What follows belongs to an exercise in optimizing a design on an open flow for small area; a production flow would make more cautious choices. In this exercise RTL edits were held to simulation tests only and were not proved equivalent to the original. No activity file was given, so power comes from the tool's default toggle rates.

### design.v
module windowBuffer
(
  input wire n_rst,
  input wire clk,
  input reg start_shift,
  input reg start_read,
  input reg [1:0] shift_direc,
  input reg [7:0] data_r,
  input reg [3:0] count,
  output reg [3:0] count_o,
  output reg read_done,
  output reg shift_done,
  output reg [0:8][7:0] windowBufferOut
);
  reg [0:8][7:0] windowBuffer;
  reg [0:8][7:0] windowBufferNext;
  always_ff @ (negedge n_rst, posedge clk)
	begin
		if( n_rst == 1'b0 )
		begin
			windowBuffer <= '0;
		end
		else
		begin
			windowBuffer <= windowBufferNext;
		end
	end
  always_comb
  begin
	windowBufferNext = windowBuffer;
    if(start_shift == 1 && start_read == 0)
    begin
      if (shift_direc == 2'b00 && count >= 0)
      begin
	read_done = 0;
	shift_done = 0;
	count_o = 0;
      end
      else if(shift_direc == 2'b01 && count >= 0)   
      begin
        windowBufferNext [0] = windowBuffer [1];
        windowBufferNext [3] = windowBuffer [4];
        windowBufferNext [6] = windowBuffer [7];
        windowBufferNext [1] = windowBuffer [2];
        windowBufferNext [4] = windowBuffer [5];
        windowBufferNext [7] = windowBuffer [8];
        windowBufferNext [2] = 0;
        windowBufferNext [5] = 0;
        windowBufferNext [8] = 0;
        read_done = 0;
        shift_done = 1;
	count_o = 0;
      end
      else if(shift_direc == 2'b10 && count >= 0)  
      begin
	windowBufferNext [2] = windowBuffer [1];
        windowBufferNext [5] = windowBuffer [4];
        windowBufferNext [8] = windowBuffer [7];
        windowBufferNext [1] = windowBuffer [0];
        windowBufferNext [4] = windowBuffer [3];
        windowBufferNext [7] = windowBuffer [6];
        windowBufferNext [6] = 0;
        windowBufferNext [3] = 0;
        windowBufferNext [0] = 0;
        count_o = 0;
        read_done = 0;
        shift_done = 1;
      end
      else if(shift_direc == 2'b11 && count >= 0)  
      begin
        windowBufferNext [6] = windowBuffer [3];
        windowBufferNext [7] = windowBuffer [4];
        windowBufferNext [8] = windowBuffer [5];
        windowBufferNext [3] = windowBuffer [0];
        windowBufferNext [4] = windowBuffer [1];
        windowBufferNext [5] = windowBuffer [2];
        windowBufferNext [0] = 0;
        windowBufferNext [1] = 0;
        windowBufferNext [2] = 0;
        count_o = 0;
        read_done = 0;
        shift_done = 1;
      end
	else
	begin
	windowBufferNext [6] = 0;
        windowBufferNext [7] = 0;
        windowBufferNext [8] = 0;
        windowBufferNext [3] = 0;
        windowBufferNext [4] = 0;
        windowBufferNext [5] = 0;
        windowBufferNext [0] = 0;
        windowBufferNext [1] = 0;
        windowBufferNext [2] = 0;
		read_done = 0;
		shift_done = 0;
		count_o = 0;
	end
	count_o = 0;
    end
    else if(start_read == 1 && start_shift == 0)
    begin
	if(shift_direc == 2'b00 )
	begin
		if(count == 0)
		begin
			windowBufferNext[6] = data_r;
		end
		else if(count == 1)
		begin
			windowBufferNext[7] = data_r;
		end
		else if(count == 2)
		begin
			windowBufferNext[8] = data_r;
		end
		else if(count == 3)
		begin
			windowBufferNext[3] = data_r;
		end
		else if(count == 4)
		begin
			windowBufferNext[4] = data_r;
		end
		else if(count == 5)
		begin
			windowBufferNext[5] = data_r;
		end
		else if(count == 6)
		begin
			windowBufferNext[0] = data_r;
		end
		else if(count == 7)
		begin
			windowBufferNext[1] = data_r;
		end
		else if(count == 8)
		begin
			windowBufferNext[2] = data_r;
		end
		else
		begin
			windowBufferNext [6] = 0;
			windowBufferNext [7] = 0;
       	 		windowBufferNext [8] = 0;
        		windowBufferNext [3] = 0;
        		windowBufferNext [4] = 0;
			windowBufferNext [5] = 0;
			windowBufferNext [0] = 0;
			windowBufferNext [1] = 0;
			windowBufferNext [2] = 0;
		end
    count_o = count + 1;
	end
	else if(shift_direc == 2'b01)
	begin
		if(count == 0)
		begin
			windowBufferNext[8] = data_r;
		end
		else if(count == 1)
		begin
			windowBufferNext[5] = data_r;
		end
		else if(count == 2)
		begin
			windowBufferNext[2] = data_r;
		end
		else
		begin
			windowBufferNext [6] = 0;
			windowBufferNext [7] = 0;
       	 		windowBufferNext [8] = 0;
        		windowBufferNext [3] = 0;
        		windowBufferNext [4] = 0;
			windowBufferNext [5] = 0;
			windowBufferNext [0] = 0;
			windowBufferNext [1] = 0;
			windowBufferNext [2] = 0;
		end
    count_o = count + 1;
	end
	else if(shift_direc == 2'b10)
	begin
		if(count == 0)
		begin
			windowBufferNext[6] = data_r;
		end
		else if(count == 1)
		begin
			windowBufferNext[3] = data_r;
		end
		else if(count == 2)
		begin
			windowBufferNext[0] = data_r;
		end
		else
		begin
			windowBufferNext [6] = 0;
			windowBufferNext [7] = 0;
       	 		windowBufferNext [8] = 0;
        		windowBufferNext [3] = 0;
        		windowBufferNext [4] = 0;
			windowBufferNext [5] = 0;
			windowBufferNext [0] = 0;
			windowBufferNext [1] = 0;
			windowBufferNext [2] = 0;
		end
    count_o = count + 1;
	end
        else  
	begin
		if(count == 0)
		begin
			windowBufferNext[0] = data_r;
		end
		else if(count == 1)
		begin
			windowBufferNext[1] = data_r;
		end
		else if(count == 2)
		begin
			windowBufferNext[2] = data_r;
		end
		else
		begin
			windowBufferNext [6] = 0;
			windowBufferNext [7] = 0;
       	 		windowBufferNext [8] = 0;
        		windowBufferNext [3] = 0;
        		windowBufferNext [4] = 0;
			windowBufferNext [5] = 0;
			windowBufferNext [0] = 0;
			windowBufferNext [1] = 0;
			windowBufferNext [2] = 0;
		end
    count_o = count + 1;
	end
	read_done = 1;
        shift_done = 0;
    end
    else
    begin
	read_done = 0;
	shift_done = 0;
	count_o = 0;
    end
    windowBufferOut = windowBuffer;
  end
endmodule
module horizontal_gradient(
	input reg [0:8][7:0] windowBuffer,
	input reg start_calculations,
	output reg signed [10:0] gx,
	output reg h_done
);
	reg signed [10:0] abs_gx;
	wire [7:0] P0;
	wire [7:0] P1;
	wire [7:0] P2;
	wire [7:0] P3;
	wire [7:0] P4;
	wire [7:0] P5;
	wire [7:0] P6;
	wire [7:0] P7;
	wire [7:0] P8;
	assign P0 = windowBuffer[0];
	assign P1= windowBuffer[1];
	assign P2 = windowBuffer[2];
	assign P3 = windowBuffer[3];
	assign P4 = windowBuffer[4];
	assign P5 = windowBuffer[5];
	assign P6 = windowBuffer[6];
	assign P7 = windowBuffer[7];
	assign P8 = windowBuffer[8];
	always_comb
	begin
		abs_gx = 0;
		if (start_calculations == 1)	
		begin
			abs_gx=((P2-P0)+((P5-P3)<<1)+(P8-P6));	 
			if (abs_gx[10] == 1)  
			begin
				gx = ~abs_gx + 1;
				h_done = 1;
			end	
			else
			begin
				gx = abs_gx;
				h_done = 1;
			end
		end
		else
		begin
			gx = 0;
			h_done = 0;
		end
	end
endmodule
module vertical_gradient(
	input reg [0:8][7:0] windowBuffer,
	input reg start_calculations,
	output reg [10:0] gy,
	output reg v_done
);
	reg signed [10:0] abs_gy;
	wire [7:0] P0;
	wire [7:0] P1;
	wire [7:0] P2;
	wire [7:0] P3;
	wire [7:0] P4;
	wire [7:0] P5;
	wire [7:0] P6;
	wire [7:0] P7;
	wire [7:0] P8;
	assign P0 = windowBuffer[0];
	assign P1 = windowBuffer[1];
	assign P2 = windowBuffer[2];
	assign P3 = windowBuffer[3];
	assign P4 = windowBuffer[4];
	assign P5 = windowBuffer[5];
	assign P6 = windowBuffer[6];
	assign P7 = windowBuffer[7];
	assign P8 = windowBuffer[8];
	always_comb
	begin
		abs_gy = 0;
		if (start_calculations == 1)	
		begin
			abs_gy = ((P0-P6)+((P1-P7)<<1)+(P2-P8));  
			if (abs_gy[10] == 1)  
			begin
				gy = ~abs_gy + 1;
				v_done = 1;
			end	
			else
			begin
				gy = abs_gy;
				v_done = 1;
			end
		end
		else
		begin
			gy = 0;
			v_done = 0;
		end
	end
endmodule
  module total_gradient (  
  input signed [10:0] gy,
  input signed [10:0] gx,
  input reg start_t_grad,
  output reg [7:0] g
);
reg [10:0] sum;			 
reg [10:0] final_sum;
	always_comb
	begin
		sum = 0;
		if (start_t_grad == 1)
		begin
			sum = (gx+gy);
			if (sum[10] | sum[9] | sum[8])
				g = 8'b11111111;
			else
				g = sum[7:0];
		end
		else
		begin
			g = 0;
		end
	end
endmodule
module sobel_window (
  input  wire        clk,
  input  wire        n_rst,
  input  wire        start_shift,
  input  wire        start_read,
  input  wire [1:0]  shift_direc,
  input  wire [7:0]  data_r,
  input  wire [3:0]  count,
  input  wire        start_calculations,
  input  wire        start_t_grad,
  output wire [3:0]  count_o,
  output wire        read_done,
  output wire        shift_done,
  output wire [71:0] window,
  output wire        h_done,
  output wire        v_done,
  output wire [7:0]  g
);
  wire [0:8][7:0] windowBufferOut;
  wire [10:0] gx;
  wire [10:0] gy;
  windowBuffer window_buffer (.clk(clk), .n_rst(n_rst), .start_shift(start_shift), .start_read(start_read), .shift_direc(shift_direc), .data_r(data_r), .count(count), .count_o(count_o), .read_done(read_done), .shift_done(shift_done), .windowBufferOut(windowBufferOut));
  horizontal_gradient horizontal_grad (.windowBuffer(windowBufferOut), .start_calculations(start_calculations), .gx(gx), .h_done(h_done));
  vertical_gradient vertical_grad (.windowBuffer(windowBufferOut), .start_calculations(start_calculations), .gy(gy), .v_done(v_done));
  total_gradient total_grad (.gy(gy), .gx(gx), .start_t_grad(start_t_grad), .g(g));
  genvar i;
  generate
    for (i = 0; i < 9; i = i + 1) begin : g_win
      assign window[8*i +: 8] = windowBufferOut[i];
    end
  endgenerate
endmodule
### run.sh
#!/bin/bash
# synth_recipe.tcl (not shown) runs the flow's synth.tcl, then flattens the netlist and writes it again
# the make line also repeats each setting of config.mk as NAME=value (left out here)
make -C /OpenROAD-flow-scripts/flow DESIGN_CONFIG=/design/flow/config.mk WORK_HOME=/design/flow/orfs CLKGATE_MAP_FILE= SYNTH_SCRIPT=/design/flow/synth_recipe.tcl finish
### config.mk
export PLATFORM = sky130hd
export DESIGN_NAME = sobel_window
export DESIGN_NICKNAME = sobel_window
export VERILOG_FILES = /design/flow/design.v
export SDC_FILE = /design/flow/constraint.sdc
export NUM_CORES = 4
export LEC_CHECK = 0
export CAP_MARGIN = 20
export CORE_MARGIN = 2
export CORE_UTILIZATION = 30
export SLEW_MARGIN = 20
### constraint.sdc
create_clock -name core_clock -period 12.0 [get_ports {clk}]
set_input_delay 2.4000 -clock core_clock [delete_from_list [all_inputs] [get_ports {clk}]]
set_output_delay 2.4000 -clock core_clock [all_outputs]
set_load 0.01 [all_outputs]
==> flow_summary.ini <==
[critical_path]
crit_top_cell = o21ai_0
max_stage_delay_ps = 820
path_class = reg2out
cp-end-kind = primary output
crit_fanout = 15
cp-start-kind = register
worstPathArrival_ps = 7900
cp_data_required_time_ps = 9600
crit_slowest_cell = xnor2_1

[status]
outcome = finished clean

[clock_network]
clkTransAtPathRegs_ps = 70
cts_resized = 0
cts_tree = built
htree_num_levels = 3
hold_buffers = 0
insertion_delay_ps = 340
cts-buffers-inserted = 9
clock-root-buffer = clkbuf_16
postCtsSetupBuffers = 0
ctsLongestPathBuffers = 2
clock-sinks = 72

[timing]
tightest_slew_ps = 1049
maxSlewViolCount = 0
hold_violations = 0
finalCritPeriodShare_pct = 85.83
setup_ws_ps = 1701
finalSetupViolCount = 0
relSlewSlack_pct = 29.60
fin_worst_skew_ps = 7.492
min_period_ps = 10300
rsz0062_at_grt = no
max_freq_ghz = 0.09710
hold_slack_ps = 575.6
setup_tns_ps = 0

[yosys]
seq_area_frac_synth_pct = 19.53
synth_ff_type = dfrtp_1
syn_nets = 1287
synth_top_area_share_pct = 19.53
synth_cell_types = 78
synth-edff-count = 0
synth.avg_cell_area_um2 = 7.996
synth_cells = 1154
synth_most_common_cell = inv_1
synth_top_cell_by_area = dfrtp_1
synth_area_leaders = dfrtp_1, ha_1, fa_1
async_reset_ff_share_pct = 100.0
yosysWarnings = 4
ys_ff_latch = 72
ys_top_cells_by_count = inv_1, nand2_1, nor2_1
synth_area_mm2 = 0.009228

[power]
p_sw_uw = 1590
leakage_uw = 0.004639
power_uw = 3248
pwr-share-seq_pct = 8.7
switching_share_pct = 48.94
ir_worst_vdd_mv = 0.2547
pwr_density_cell_mw_per_mm2 = 296.6
p_int_uw = 1658
pwr-share-clk_pct = 8.1
pwr-share-comb_pct = 83.3

[placed_design]
pre_cts_ws_ps = 2164
hpwl_um = 25140
gp_congestion = 0.9332
port-buffer-count = 107

[global_routing]
antenna_found_initial = 1
grt_pass1_vias = 8882
grt_pass1_wl_um = 51560
grt_max_degree = 73
overflow = 0
grt_usage_pct = 20.84

[floorplan]
ios = 108
die_h_um = 179.4
initial_core_util_pct = 30.32
die_width_um = 179.4
dieArea_mm2 = 0.03218
coreArea_mm2 = 0.03043
std_cell_rows = 64

[cells_and_area]
top_register = window_buffer.windowBuffer
drive_above_1_share_pct = 6.063
nets = 1365
fin_util_pct = 35.99
reg_top3 = window_buffer.windowBuffer (72)
largest_register_ff_count = 72
area_growth_pct = 18.69

[drt]
met1_length_um = 14350
vias = 9068
ant_nets = 0
drt_iter0_markers = 824
drc = 0
wl_met2_um = 15190
wl_met3_um = 2596
routed.top_layer = met4
viasPerCell = 5.550
totalWireLength_um = 33350
dr.pass1.iters = 6
routedWlPerCell_um = 20.41

[flow_run]
max_cap_violations = 0

[hold_path]
worst_hold_path_type = reg2reg
-- worst max-delay path, delay by kind of cell (launching register included) --
| kind | cells | cell delay (ps) |
|---|---|---|
| AO/OA/AOI/OAI | 14 | 2790 |
| buffers and inverters | 3 | 680 |
| multiplexers | 1 | 290 |
| AND/OR/NAND/NOR | 5 | 830 |
| adder cells (fa/ha/maj) | 4 | 1510 |
| XOR/XNOR | 2 | 920 |
| flip-flops | 1 | 530 |
-- layout by cell type, fill, tap and decap left out, types with 26 or more instances in the layout --
cell	Yosys	final
inv_1	112	112
o21ai_0	81	81
fa_1	27	27
a21oi_1	80	80
nor2_1	95	95
mux2i_1	47	47
dfrtp_1	72	72
a22oi_1	26	26
clkdlybuf4s50_1	0	104
xnor2_1	37	37
xor2_1	34	34
ha_1	86	86
nand2_1	95	95
-- power groups by stage --
stage / clock network, uW / registers (uW) / logic [uW]
floorplan: 0 / 277 / 2010
global placement: 0 / 284 / 2670
detailed placement: 0 / 284 / 2700
CTS: 264 / 280 / 2720
global route: 272 / 282 / 3050
finish: 262 / 281 / 2710
-- per-layer routing --
| metal | vias to the layer above | track usage, % |
|---|---|---|
| li1 | 4247 | - |
| met1 | 4260 | 27.61 |
| met2 | 471 | 34.31 |
| met3 | 90 | 3.397 |
| met4 | 0 | 7.359 |
| met5 | - | 0 |
-- cell type report --
cell class / instances / area [um^2]
antenna: 1 / 2.502
clock buffer: 10 / 239.0
clock inverter: 6 / 42.54
fill: 3160 / 19480
inverter: 113 / 424.2
multi-input combinational: 914 / 6775
sequential: 72 / 1802
tap: 396 / 495.5
timing repair buffer: 122 / 1171
-- metrics by stage --
stage,cells,area (um^2)
CTS,1633,10950
global placement,1617,10670
floorplan,1154,9228
finish,1634,10950
global route,1634,10950
detailed placement,1617,10670
-- logic make-up (layout without fill, tap and decap cells) --
family / Yosys count / in the layout / share of synthesized area (%)
xor+xnor: 71 / 71 / 6.739
buf+inv: 168 / 251 / 7.051
fa+ha+maj: 113 / 113 / 17.52
mux: 63 / 63 / 7.051
other cells: 0 / 1 / 0
simple gates: 318 / 318 / 16.69
flops: 72 / 72 / 19.53
compound gates: 349 / 349 / 25.42
-- final timing paths --
| kind | cells past startpoint | slack, ps | end | start |
|---|---|---|---|---|
| worst max-delay path | 29 | 1700 | g[1] | window_buffer.windowBuffer[65] |
| worst min-delay path | 1 | 580 | window_buffer.windowBuffer[7] | window_buffer.windowBuffer[7] |
| worst max register to register | 5 | 10510 | window_buffer.windowBuffer[58] | window_buffer.windowBuffer[58] |
| worst min register to register | 1 | 580 | window_buffer.windowBuffer[7] | window_buffer.windowBuffer[7] |
| max in group asynchronous | 1 | 9130 | window_buffer.windowBuffer[34] | n_rst |
| min in group asynchronous | 1 | 2210 | window_buffer.windowBuffer[38] | n_rst |

port drivers added, routing unchanged:
The flow's constraints put no driver on any port. The routed layout listed below was extracted and timed again, unchanged, in two steps. Step 1 sets driving cells, clkbuf_16 on the clock port and buf_2 on the other inputs (assumed; they add their load-dependent delay and slew). Step 2 also shifts input and output timing later by t, the mid clock arrival at the registers, as if the neighbouring blocks saw the same clock. a / b / c = ideal ports / drivers / drivers and shift; a / b = the first two.
shift t [ns]: 0.382
slack for setup (ns): 1.701 / 1.659 / 2.041
hold WS [ns]: 0.576 / 0.576 / 0.576
After both steps setup and hold are still met in this run. The setup slack of this run moves by -0.042 ns with the drivers and by +0.340 ns with both steps.
